What follows belongs to an exercise in optimizing a design on an open flow for small area and a short achievable clock period; a production flow would make more cautious choices. At most, simulation tests tie the RTL to the original design; equivalence was not proved.

Design dpu_pe_operator_top, start of the top module:
module dpu_pe_operator_top (
  input               clk,
  input        [31:0] in_0,
  input        [31:0] in_1,
  input        [3:0]  opcode,
  input        [1:0]  precision_config,
  output logic [31:0] out
);
Settings: LEC_CHECK=0, ABC_AREA=1, CAP_MARGIN=20, CORE_MARGIN=2, CORE_UTILIZATION=40, SLEW_MARGIN=20; clock period 30.0 ns.
standard.sh (not shown) runs the stock make flow with config.mk's settings and CLKGATE_MAP_FILE= SYNTH_SCRIPT=/design/flow/synth_recipe.tcl, a recipe that flattens the netlist after the stock synthesis.
==> flow/flow/run.sh <==
#!/bin/bash
# Standard layout (the standard.sh: the standard synthesis and ORFS
# steps at the design's clock period and constraints), with the timing
# repair steps asked to keep a larger setup slack margin so that they size
# and buffer the critical paths. The log of the whole run is standard.log.
bash standard.sh SETUP_SLACK_MARGIN=20 finish > standard.log 2>&1
The first run passed the timing, design-rule and antenna checks.
==> next run, changes <==
==> flow/run.sh (new file) <==
#!/bin/bash
# synth_recipe.tcl (not shown) runs the flow's synth.tcl, then flattens the netlist and writes it again
# the make line also repeats each setting of config.mk as NAME=value (left out here)
make -C /OpenROAD-flow-scripts/flow DESIGN_CONFIG=/design/flow/config.mk WORK_HOME=/design/flow/orfs CLKGATE_MAP_FILE= SYNTH_SCRIPT=/design/flow/synth_recipe.tcl finish
- CAP_MARGIN: 20 -> 60
- SLEW_MARGIN: 20 -> 80
removed: flow/flow/run.sh
removed: flow/standard.sh
Outcome: The changed run ran to the end with no violations; sequential share of layout area stays flat; clock skew came out lower by 0.0094 ns.
Function was not checked in any run of this note: the RTL went through the layout flow alone.

---

dpu_pe_operator_top, a different RTL version from the one above (not shown whole).
Size in the first run: about 6,600 cells after synthesis, about 170 flip-flops, ~100 I/O pins, roughly 0.041 mm^2 of cells after synthesis.
// dpu_pe_operator_top
module dpu_pe_operator_top (
  input               clk,
  input        [31:0] in_0,
  input        [31:0] in_1,
  input        [3:0]  opcode,
  input        [1:0]  precision_config,
  output logic [31:0] out
);
  logic        m16_a, m8_a;
  logic [24:0] mw0_a, mw1_a;
  logic [7:0]  esw0_a, esw1_a;
  logic [14:0] dr0_a, dr1_a;
  logic [3:0]  fl0_a, fl1_a;
  logic [31:0] np_a;
  logic        posit_a;
  assign posit_a = (opcode == 4'd1) | (opcode == 4'd2);
  logic        in_0_bigger;
  assign m16_a = (precision_config == 2'd1);
  assign m8_a  = (precision_config == 2'd2);
  posit_decode DEC0 (.x(in_0), .m16(m16_a), .m8(m8_a), .mw(mw0_a), .esw(esw0_a), .dr(dr0_a), .fl(fl0_a));
  posit_decode DEC1 (.x(in_1), .m16(m16_a), .m8(m8_a), .mw(mw1_a), .esw(esw1_a), .dr(dr1_a), .fl(fl1_a));
  logic [31:0] cmp_s;
  logic        take0, take1;
  padd #(.N(32), .BK(0)) CMP (.a(in_0), .b(~in_1), .ci(1'b0), .s(cmp_s), .co(in_0_bigger));
  assign take0 = (opcode == 4'd6) | ((opcode == 4'd7) & in_0_bigger) | ((opcode == 4'd8) & ~in_0_bigger);
  assign take1 = ((opcode == 4'd7) & ~in_0_bigger) | ((opcode == 4'd8) & in_0_bigger);
  assign np_a  = ({32{take0}} & in_0) | ({32{take1}} & in_1);
  logic [24:0] mw0_q, mw1_q;
  logic [7:0]  esw0_q, esw1_q;
  logic [14:0] dr0_q, dr1_q;
  logic [3:0]  fl0_q, fl1_q;
  logic        posit_q, mul_q, m16_q, m8_q, m16p_q, m8p_q;
  logic        mm32_q, mn8_q, mn16_q;
  always_ff @(posedge clk) begin
    mw0_q   <= posit_a ? mw0_a : np_a[24:0];
    mw1_q   <= mw1_a;
    esw0_q  <= posit_a ? esw0_a : {1'b0, np_a[31:25]};
    esw1_q  <= esw1_a;
    dr0_q   <= dr0_a;
    dr1_q   <= dr1_a;
    fl0_q   <= fl0_a;
    fl1_q   <= fl1_a;
    posit_q <= posit_a;
    mul_q   <= (opcode == 4'd2);
    m16_q   <= m16_a;
    m8_q    <= m8_a;
    m16p_q  <= precision_config[0];    
    m8p_q   <= precision_config[1];    
  ...
Settings: LEC_CHECK=0, ABC_AREA=1, CAP_MARGIN=20, CORE_MARGIN=2, CORE_UTILIZATION=55, SLEW_MARGIN=20; clock period 30.0 ns.
==> flow/flow/run.sh <==
#!/bin/bash
# Standard layout (the standard.sh: the standard synthesis and ORFS
# steps at the design's clock period and constraints) with two changes to
# how it is optimised:
#  - every input and output port still gets its buffer, but a plain buf_2
#    instead of the delay-cell buffer the default picks;
#  - the timing repair steps keep a larger setup slack margin, so that they
#    size and buffer the critical paths.
# The make output is in standard.log, each step's log under orfs/logs.
bash standard.sh "BUFFER_PORTS_ARGS=-buffer_cell sky130_fd_sc_hd__buf_2" \
  SETUP_SLACK_MARGIN=20.2 finish > standard.log 2>&1
The starting point completed without violations.
Change:
--- a/flow/flow/run.sh
+++ b/flow/flow/run.sh
@@ -10,2 +10,2 @@
 bash standard.sh "BUFFER_PORTS_ARGS=-buffer_cell sky130_fd_sc_hd__buf_2" \
-  SETUP_SLACK_MARGIN=20.2 finish > standard.log 2>&1
+  SETUP_SLACK_MARGIN=20 finish > standard.log 2>&1
Hold slack improved by 0.0074 ns.
Sequential share of layout area hardly moves.
Cell area came out lower by 0.48%.
Global-route usage stays flat.
Maximum frequency shrinks by 0.32%.
Area after synthesis stays the same.
Setup slack gets worse by 0.032 ns.
Register-to-register slack got worse by 0.15 ns.
Cell count stays flat.

## port drivers added, routing unchanged
The results above use ideal ports. As a check the final layouts listed here were re-extracted and re-timed, cells and wires unchanged. Step 1 assumes that a clkbuf_16 drives the clock port and a buf_2 every other input. Step 2 moves the port delays by t, midway between the first and last clock arrival at a register: inputs arrive t later, outputs are due t later. That takes back most of the time a late clock gives input paths. a / b / c = ideal ports / drivers / drivers and shift; a / b = the first two.
run | shift t [ns] | setup WS [ns] | clock arrival spread, ns | slew at the worst register clock pin (ns)
the first run of note 1 | 0.579 | 19.111 / 19.039 / 19.570 | 0.033 / 0.033 | 0.10 / 0.10
the second run of note 1 | 0.572 | 17.926 / 17.852 / 18.283 | 0.023 / 0.023 | 0.10 / 0.10
the first run of note 2 | 0.573 | 20.155 / 20.080 / 19.830 | 0.027 / 0.027 | 0.09 / 0.09
the second run of note 2 | 0.563 | 20.124 / 20.059 / 19.759 | 0.030 / 0.030 | 0.10 / 0.10
After both steps every run listed still meets setup and hold. For the second run of note 2, which loses most, drivers alone change the setup slack by -0.065 ns; drivers and shift together by -0.365 ns.
